From an optimization exercise on the open Yosys and OpenROAD flow, aimed at a short achievable clock period and few clock cycles; shortcuts taken in it are not production practice.
No functional check of the RTL was part of any run shown here.
Power is estimated from default activity; no workload was simulated.

### flow/config.mk
export PLATFORM = sky130hd
export DESIGN_NAME = cpu_sys
export DESIGN_NICKNAME = cpu_sys
export VERILOG_FILES = /design/flow/design.v
export SDC_FILE = /design/flow/constraint.sdc
export NUM_CORES = 4
export LEC_CHECK = 0
export CAP_MARGIN = 20
export CORE_MARGIN = 2
export CORE_UTILIZATION = 40
export PLACE_DENSITY = 0.6
export SLEW_MARGIN = 20
### flow/constraint.sdc
create_clock -name core_clock -period 5.0 [get_ports {clk}]
set_input_delay 1.0000 -clock core_clock [delete_from_list [all_inputs] [get_ports {clk}]]
set_output_delay 1.0000 -clock core_clock [all_outputs]
set_load 0.01 [all_outputs]
### flow/design.v
module cpu (
  input  wire        clk,
  input  wire        rst,
  input  wire [15:0] rom_data,
  output reg  [11:0] contador,
  output wire        ram_we,
  output wire [7:0]  ram_waddr,
  output wire [7:0]  ram_wdata,
  output wire [5:0]  ram_rline,
  input  wire [31:0] ram_rdata,
  output reg         equal,
  output reg         halted,
  output reg         st_valid,
  output reg  [7:0]  st_addr,
  output reg  [7:0]  st_data
);
  localparam OP_LOAD  = 4'b0011;
  localparam OP_STORE = 4'b0100;
  localparam OP_ADD   = 4'b1001;
  localparam OP_SUB   = 4'b1010;
  localparam OP_OR    = 4'b0001;
  localparam OP_AND   = 4'b0010;
  localparam OP_EQUAL = 4'b0101;
  reg  [7:0] regA, regB;
  reg        x_valid;
  reg        x_load, x_store, x_add, x_sub, x_or, x_and;
  reg        x_r;
  reg  [7:0] x_ad;
  reg [31:0] x_line;
  wire [3:0] f_op = rom_data[15:12];
  wire [7:0] line_word = x_line[x_ad[1:0]*8 +: 8];
  wire       fwd       = st_valid && (st_addr == x_ad);
  wire [7:0] ld        = fwd ? st_data : line_word;
  wire [7:0] wdata   = x_r ? regB : regA;
  wire       x_st_go = x_valid & x_store;
  reg next_eq;
  always @(*) begin
    next_eq = (regA == regB);
    if (x_valid) begin
      if (x_load)
        next_eq = x_r ? (regA == ld) : (ld == regB);
      else if (x_add || x_sub)
        next_eq = (regB == 8'd0);
      else if (x_or)
        next_eq = ((regB & ~regA) == 8'd0);
      else if (x_and)
        next_eq = ((regA & ~regB) == 8'd0);
    end
  end
  wire f_is_eq  = ~halted & (f_op == OP_EQUAL);
  wire halt_now = f_is_eq & next_eq;
  assign ram_we    = x_st_go;
  assign ram_waddr = x_ad;
  assign ram_wdata = wdata;
  assign ram_rline = rom_data[7:2];
  always @(posedge clk) begin
    if (rst) begin
      contador <= 12'd0;
      halted   <= 1'b0;
      equal    <= 1'b0;
      x_valid  <= 1'b0;
      st_valid <= 1'b0;
      regA     <= 8'd0;
      regB     <= 8'd0;
    end else begin
      if (!halted && !halt_now)
        contador <= contador + 12'd1;
      if (f_is_eq)
        equal <= next_eq;
      if (halt_now)
        halted <= 1'b1;
      x_valid <= ~halted & ~halt_now;
      st_valid <= x_st_go;
      if (x_valid) begin
        if (x_load && !x_r) regA <= ld;
        if (x_load &&  x_r) regB <= ld;
        if (x_add) regB <= regA + regB;
        if (x_sub) regB <= regA - regB;
        if (x_or)  regB <= regA | regB;
        if (x_and) regB <= regA & regB;
      end
    end
  end
  always @(posedge clk) begin
    x_load  <= (f_op == OP_LOAD);
    x_store <= (f_op == OP_STORE);
    x_add   <= (f_op == OP_ADD);
    x_sub   <= (f_op == OP_SUB);
    x_or    <= (f_op == OP_OR);
    x_and   <= (f_op == OP_AND);
    x_r     <= rom_data[11];
    x_ad    <= rom_data[7:0];
    x_line  <= ram_rdata;
    st_addr <= x_ad;
    st_data <= wdata;
  end
endmodule
module ram (
  input  wire        clk,
  input  wire        rst_q,
  input  wire [15:0] carnet,
  input  wire        we,
  input  wire [7:0]  waddr,
  input  wire [7:0]  wdata,
  input  wire [5:0]  rline,
  output wire [31:0] rdata       
);
  reg [2047:0] mem;
  genvar i;
  generate
    for (i = 0; i < 256; i = i + 1) begin : g_word
      wire [7:0] init = (i == 0) ? {4'b0000, carnet[15:12]} :
                        (i == 1) ? {4'b0000, carnet[11:8]}  :
                        (i == 2) ? {4'b0000, carnet[7:4]}   :
                        (i == 3) ? {4'b0000, carnet[3:0]}   : 8'd0;
      always @(posedge clk) begin
        if (rst_q)
          mem[i*8 +: 8] <= init;
        else if (we && waddr == i)
          mem[i*8 +: 8] <= wdata;
      end
    end
  endgenerate
  assign rdata = mem[rline*32 +: 32];
endmodule
module cpu_sys (
  input  wire        clk,
  input  wire        rst,          
  input  wire [15:0] carnet,       
  input  wire [15:0] rom_data,     
  output wire [11:0] contador,     
  output wire        equal,        
  output wire        halted,       
  output wire        st_valid,     
  output wire [7:0]  st_addr,      
  output wire [7:0]  st_data       
);
  wire        ram_we;
  wire [7:0]  ram_waddr, ram_wdata;
  wire [5:0]  ram_rline;
  wire [31:0] ram_rdata;
  reg rst_q;
  always @(posedge clk) rst_q <= rst;
  cpu u_cpu (
    .clk(clk), .rst(rst), .rom_data(rom_data), .contador(contador),
    .ram_we(ram_we), .ram_waddr(ram_waddr), .ram_wdata(ram_wdata),
    .ram_rline(ram_rline), .ram_rdata(ram_rdata),
    .equal(equal), .halted(halted),
    .st_valid(st_valid), .st_addr(st_addr), .st_data(st_data)
  );
  ram u_ram (
    .clk(clk), .rst_q(rst_q), .carnet(carnet),
    .we(ram_we), .waddr(ram_waddr), .wdata(ram_wdata),
    .rline(ram_rline), .rdata(ram_rdata)
  );
endmodule
### flow/run.sh
#!/bin/bash
# synth_recipe.tcl (not shown) runs the flow's synth.tcl, then flattens the netlist and writes it again
# the make line also repeats each setting of config.mk as NAME=value (left out here)
make -C /OpenROAD-flow-scripts/flow DESIGN_CONFIG=/design/flow/config.mk WORK_HOME=/design/flow/orfs CLKGATE_MAP_FILE= SYNTH_SCRIPT=/design/flow/synth_recipe.tcl finish
==> flow_summary.toml, run 1 <==
[status]
outcome = "no timing/DRC/antenna violations"

[synthesis]
avgSynthCellArea_sq_um = 10.4
postSynth.asyncResetShare_pct = 0
synth_edf_count = 16
synth_seq_cells = 2144
yosysUniqueCellTypes = 60
synth_top_flop_cell = "dfxtp_1"
ys_warn_count = 3
synth_top_area_share_pct = 47.9
synth_fp_nets = 8664
yosysTopAreaCell = "dfxtp_1"
ys_seq_area_share_pct = 48.4
synth_area_sq_um = 89000
synthTopCellsByArea = "dfxtp_1 (48%), a211oi_1 (17%), mux4_2 (17%)"
synth_cells = 8595

[layout]
layout.nets = 8389
final_cell_mix = "nor2_1 (2,308), dfxtp_1 (2,127), a211oi_1 (2,042)"
fillers = 20300
layout-drive-gt1-share_pct = 17.1
final_common_cell = "nor2_1"
utilization_pct = 45.4
area_growth_pct = 13.0

[routing]
dr.pass1.iters = 5
wl_per_cell_um = 21.5
via_count = 65600
vias_per_cell = 5.71
drc_errors = 0
wl_um = 246000
drtAntennaViolNets = 0
drt_iter0_drc = 5756

[clock_network]
path_clk_slew_ps = 60
clk-insertion-delay-late_ps = 870
cts.path.max_buffers = 3
htree_levels = 4
root_buffer = "clkbuf_16"
cts_hold_buf = 0
cts.sinks = 2144
cts_made_buffers = 220
cts_tree = "built"
cts_resized = 0
cts_setup_buffers = 0

[pwr]
powerDensity_nw_per_um2 = 346
ir_drop_v = 0.000410
p_leak_nw = 30.9

[setup_path]
slowest_stage = "nand3_1"
endpoint_kind = "flop"
worstPathMaxFanout = 15
start_kind = "flop"
regToRegSetupSlack_ps = 980
crit_chain = "xnor2_1 > and3_1 > nand3_1 > o2111a_1 > a2111oi_4 > a31o_4 > a21oi_2 > nand2_1 > mux2_2"
cpLargestDelayFamily = "compound AO/OA/AOI/OAI gates"
slowest_delay_ps = 650
crit_type = "reg -> reg"
cp.arrival_ps = 4780
worst_ep_required_time_ps = 5760
critPathBufInv = 0

[sta]
finalCritPeriodShare_pct = 80.5
final_max_slew_viol_count = 0
setup_violations = 0
rsz0062_at_grt = "false"
slew_headroom_pct = 22.4
max_clock_freq_mhz = 248
period_minus_slack_ps = 4020
skew_ps = 43.3
fin_setup_tns_ps = 0
worst_pin_slew_ps = 1160
report.final.hold_viol_count = 0

[place]
hpwl_um = 153000
port_buffers = 61
place_congestion = 0.858

[global_route]
antenna_found_initial = 11
grtUsageTotal_pct = 21.5
grt_max_degree = 260
grt_pass1_vias = 63100
grt_pass1_wl_um = 384000
globalRoute.totalOverflow = 0

[hold_path]
hp-class = "reg -> reg"

[floorplan]
std_cell_rows = 173
start_util_pct = 40.1
core_area_sq_um = 222000
die_h_um = 476
dieArea_sq_um = 226000
die_w_um = 476
ios = 65

[job]
cap_violations = 0
-- registers in the layout (all words and copies together), names as in the netlist --
| signal | flops |
|---|---|
| rst_q | 1 |
| u_cpu.contador | 12 |
| u_cpu.equal | 1 |
| u_cpu.halted | 1 |
| u_cpu.regA | 8 |
| u_cpu.regB | 8 |
| u_cpu.st_addr | 8 |
| u_cpu.st_data | 8 |
| u_cpu.st_valid | 1 |
| u_cpu.x_ad | 8 |
| u_cpu.x_add | 1 |
| u_cpu.x_and | 1 |
| u_cpu.x_line | 32 |
| u_cpu.x_load | 1 |
| u_cpu.x_or | 1 |
| u_cpu.x_r | 1 |
| u_cpu.x_store | 1 |
| u_cpu.x_sub | 1 |
| u_cpu.x_valid | 1 |
| u_ram.mem | 2048 |
-- kinds of logic after synthesis --
group,Yosys count,share of synthesized area (%)
xor+xnor,21,0.207
fa+ha+maj,35,0.509
buf+inv,987,4.22
flops,2144,48.4
compound gates,2172,18.2
simple gates,2520,10.9
mux,716,17.5
-- path summary, 6_finish.rpt --
kind,depth (start not counted),end,from
setup / recovery,9,u_cpu.contador[7],u_cpu.x_ad[6]
hold / removal,0,u_cpu.st_addr[7],u_cpu.x_ad[7]
setup reg to reg,9,u_cpu.contador[7],u_cpu.x_ad[6]
hold reg to reg,0,u_cpu.st_addr[7],u_cpu.x_ad[7]
-- Yosys cell counts, types with 4 or more instances --
cell and number:
o311ai_0 4, ha_1 33, or4_1 4, clkbuf_1 846, a211oi_1 2042, mux2_2 22, a21oi_1 43, nand3_1 21
inv_1 56, mux4_2 667, dfxtp_1 2128, o21ai_0 21, nand2_1 72, nand4_1 14, or3_1 5, nor2b_1 12
xnor2_1 19, buf_1 56, nand2b_1 10, edfxtp_1 16, o21a_1 8, mux2i_1 26, o21bai_1 4, a31oi_1 10
o211ai_1 7, and3_1 4, nor3_1 31, buf_2 27, nor4_1 11, nor2_1 2322
-- cell type report --
cell class                 instances  area, sq um  share of cell area (%)
antenna                            6         15.0                  0.0149
clock buffer                     337         6460                    6.42
clock inverter                    61          642                   0.638
inverter                          56          210                   0.209
multi-input combinational       5464        42400                    42.2
sequential                      2144        43100                    42.9
tap                             2975         3720                    3.70
timing repair buffer             434         4020                    4.00
-- routing by layer --
layer / GRT usage, % / part of all wire, %
met1: 30.2 / 45
met2: 34.5 / 47
met3: 2.88 / 5.2
met4: 6.56 / 2.8
met5: 0 / 0.0061
-- per-stage QoR --
stage / cells / power (mW) / cell area [sq um] / setup slack [ps] / hold slack [ps]
final: 11500 / 34.7 / 101000 / 975 / 475
after global routing: 11500 / 35.8 / 101000 / 678 / 484
after CTS: 11500 / 35.0 / 100000 / 985 / 467
after detailed placement: 11100 / 19.0 / 93300 / 1000 / 457
after global placement: 11100 / 19.0 / 93300 / 1030 / 452
after floorplan: 8595 / 18.5 / 89000 / 1370 / 326
-- where the power goes --
part	internal, mW	switching (mW)	total [mW]
Clock	9.27	6.87	16.1
Combinational	0.448	0.976	1.42
Sequential	17.1	0.0465	17.2
Total	26.9	7.89	34.7
==> run 2: changes to the inputs <==
--- a/flow/config.mk
+++ b/flow/config.mk
@@ -5,8 +5,10 @@
 export SDC_FILE = /design/flow/constraint.sdc
 export NUM_CORES = 4
 export LEC_CHECK = 0
+export ABC_CLOCK_PERIOD_IN_PS = 2400
 export CAP_MARGIN = 20
 export CORE_MARGIN = 2
 export CORE_UTILIZATION = 40
 export PLACE_DENSITY = 0.6
+export SETUP_SLACK_MARGIN = 2.6
 export SLEW_MARGIN = 20
==> run 2 against run 1 <==
  * Still clean on timing, DRC and antenna
  * Die area unchanged
  * Non-clock buffer count rose by 184
  * Register-to-register slack better by 1100 ps
  * Critical path depth grew 1
  * Maximum frequency is 36% higher
  * Wire length increased by 5.2%
  * Sequential share of layout area fell by 1.8 points
  * Synthesized cell count is the same
  * Setup slack improved by 1100 ps
  * Area after synthesis did not move
  * Final area is 4.6% higher
  * Critical endpoint is now u_cpu.contador[10]
==> flow_summary.toml, run 2 <==
[pwr]
p_switching_mw = 8.04
p_total_mw = 35.2
power_frac_comb_pct = 5.1
switching_share_pct = 22.9
ir_drop_v = 0.000317
p_clk_share_pct = 46.0
internal_power_mw = 27.1
powerDensity_nw_per_um2 = 334
p_leak_nw = 33.0
p_seq_share_pct = 48.9

[layout]
layout-drive-gt1-share_pct = 21.9
regMostFlops = "u_ram.mem"
area_growth_pct = 18.2
stdcell_area_sq_um = 105000
fillers = 19900
layout.nets = 8573
largest_register_ffs = 2048
final_cell_mix = "nor2_1 (2,242), dfxtp_1 (2,075), a211oi_1 (2,038)"
multi_input_area_sq_um = 43700
final_common_cell = "nor2_1"
regArea_sq_um = 43200
utilization_pct = 47.5
reg_top3 = "u_ram.mem (2048), u_cpu.x_line (32), u_cpu.contador (12)"

[status]
outcome = "no timing/DRC/antenna violations"

[synthesis]
yosysTopAreaCell = "dfxtp_1"
synth_seq_cells = 2144
yosysUniqueCellTypes = 60
synth_area_sq_um = 89000
synth_cells = 8595
ys_seq_area_share_pct = 48.4
ys_warn_count = 3
netlist_top_cells_count = "nor2_1 (2,322), dfxtp_1 (2,128), a211oi_1 (2,042)"
synth_edf_count = 16
postSynth.asyncResetShare_pct = 0
avgSynthCellArea_sq_um = 10.4
synth_most_common_cell = "nor2_1"
synth_top_flop_cell = "dfxtp_1"
synth_top_area_share_pct = 47.9
synthTopCellsByArea = "dfxtp_1 (48%), a211oi_1 (17%), mux4_2 (17%)"
synth_fp_nets = 8664

[clock_network]
cts_made_buffers = 214
cts.sinks = 2144
path_clk_slew_ps = 60
root_buffer = "clkbuf_16"
clk-insertion-delay-late_ps = 860
htree_levels = 4
cts.path.max_buffers = 3
cts_hold_buf = 0
cts_tree = "built"

[hold_path]
hp-class = "reg -> reg"

[global_route]
grt_pass1_vias = 63700
grt_pass1_wl_um = 391000
antenna_found_initial = 5
grtUsageTotal_pct = 22.1
grt_max_degree = 230
globalRoute.totalOverflow = 0

[sta]
finalCritPeriodShare_pct = 59.4
worst_pin_slew_ps = 1100
max_clock_freq_mhz = 337
rsz0062_at_grt = "true"
slew_headroom_pct = 26.5
setup_ws_ps = 2030
report.final.hold_viol_count = 0
setup_violations = 0
period_minus_slack_ps = 2970
skew_ps = 28.7
final_max_slew_viol_count = 0
fin_setup_tns_ps = 0

[place]
port_buffers = 61
post_dp_cell_area_sq_um = 93200
post-place-ws_ps = 837
hpwl_um = 153000
place_congestion = 0.852

[routing]
drtAntennaViolNets = 0
dr.pass1.iters = 6
via_count = 67000
drc_errors = 0
vias_per_cell = 5.74
wl_um = 259000
wl_per_cell_um = 22.2
drt_iter0_drc = 6600

[floorplan]
core_area_sq_um = 222000
ios = 65
std_cell_rows = 173
die_w_um = 476
start_util_pct = 40.1
die_h_um = 476
dieArea_sq_um = 226000

[setup_path]
crit_chain = "buf_12 > mux4_2 > and2_4 > o32ai_4 > o211a_1 > a31oi_1 > a31o_4 > a2111oi_4 > and3_4 > mux2_4"
cp.arrival_ps = 3710
cpLargestDelayFamily = "compound AO/OA/AOI/OAI gates"
endpoint_kind = "flop"
worst_ep_required_time_ps = 5750
start_kind = "flop"
worstPathMaxFanout = 5
slowest_delay_ps = 570
crit_type = "reg -> reg"
critPathBufInv = 1
slowest_stage = "mux4_2"

[job]
cap_violations = 0
## run 2: cells by family after synthesis
family / share of synthesized area, %
mux: 17.5
simple gates: 10.9
xor+xnor: 0.207
fa+ha+maj: 0.509
buf+inv: 4.22
compound gates: 18.2
flops: 48.4
## run 2: worst paths after layout
path / endpoint / depth (start not counted) / startpoint / slack (ps)
min reg2reg: u_cpu.st_addr[6] / 0 / u_cpu.x_ad[6] / 430
min: u_cpu.st_addr[6] / 0 / u_cpu.x_ad[6] / 430
max reg2reg: u_cpu.contador[10] / 10 / u_cpu.x_ad[0] / 2030
max: u_cpu.contador[10] / 10 / u_cpu.x_ad[0] / 2030
## run 2: what timing repair did
| action | in CTS | in global routing |
|---|---|---|
| setup endpoints to repair | 2154 | 1367 |
| cloned | 31 | 10 |
| resized for setup | 504 | 204 |
| pin swaps | 31 | 53 |
| setup buffers | 96 | 82 |
## run 2: per-layer routing
layer	vias up	track usage, %	routed length, um	part of all wire (%)
met1	32800	31.3	116000	45
met2	2034	34.9	120000	46
li1	31700	-	-	-
met3	396	3.17	15700	6.0
met5	-	0	33	0.013
met4	4	6.88	8130	3.1
## run 2: cell type report
cell class	count	share of cell area (%)
Antenna cell	3	0.00714
Clock buffer	333	6.08
Clock inverter	65	0.689
Inverter	56	0.200
Multi-Input combinational cell	5470	41.5
Sequential cell	2144	41.1
Tap cell	2975	3.54
Timing Repair Buffer	618	6.86
## run 2: stage by stage
stage,cells,hold WS [ps]
after global routing,11700,432
final,11700,425
after floorplan,8595,326
after detailed placement,11000,464
after CTS,11600,421
after global placement,11000,460
## run 2: power groups by stage
stage          Sequential (mW)  Combinational [mW]  Clock (mW)
4_1_cts                   17.2                1.69        16.5
5_1_grt                   17.2                1.88        17.2
3_5_place_dp              17.6                1.42           0
2_1_floorplan             17.5                1.02           0
3_3_place_gp              17.6                1.41           0
6_report                  17.2                1.80        16.2

## static timing again, ports no longer ideal
The results above use ideal ports. As a check the final layouts listed here were re-extracted and re-timed, cells and wires unchanged.
Step 1 (the two cells are an assumption about what drives the block):
set clk [get_ports {clk}]
set_driving_cell -lib_cell sky130_fd_sc_hd__clkbuf_16 $clk
set_driving_cell -lib_cell sky130_fd_sc_hd__buf_2 [delete_from_list [all_inputs] $clk]
Step 2 moves the port delays by t, midway between the first and last clock arrival at a register: inputs arrive t later, outputs are due t later. That takes back most of the time a late clock gives input paths.
a / b / c = ideal / step 1 / step 2; a / b = the first two.
run	shift t [ns]	setup slack, ns	worst hold slack (ns)	worst register clock-pin slew, ns
run 1	0.940	0.975 / 0.975 / 0.975	0.475 / 0.475 / 0.475	0.07 / 0.07
run 2	0.936	2.032 / 2.032 / 1.312	0.425 / 0.425 / 0.425	0.07 / 0.07
After both steps setup and hold are still met in every run listed. For run 2, which loses most, drivers alone change the setup slack by 0.000 ns; drivers and shift together by -0.720 ns.
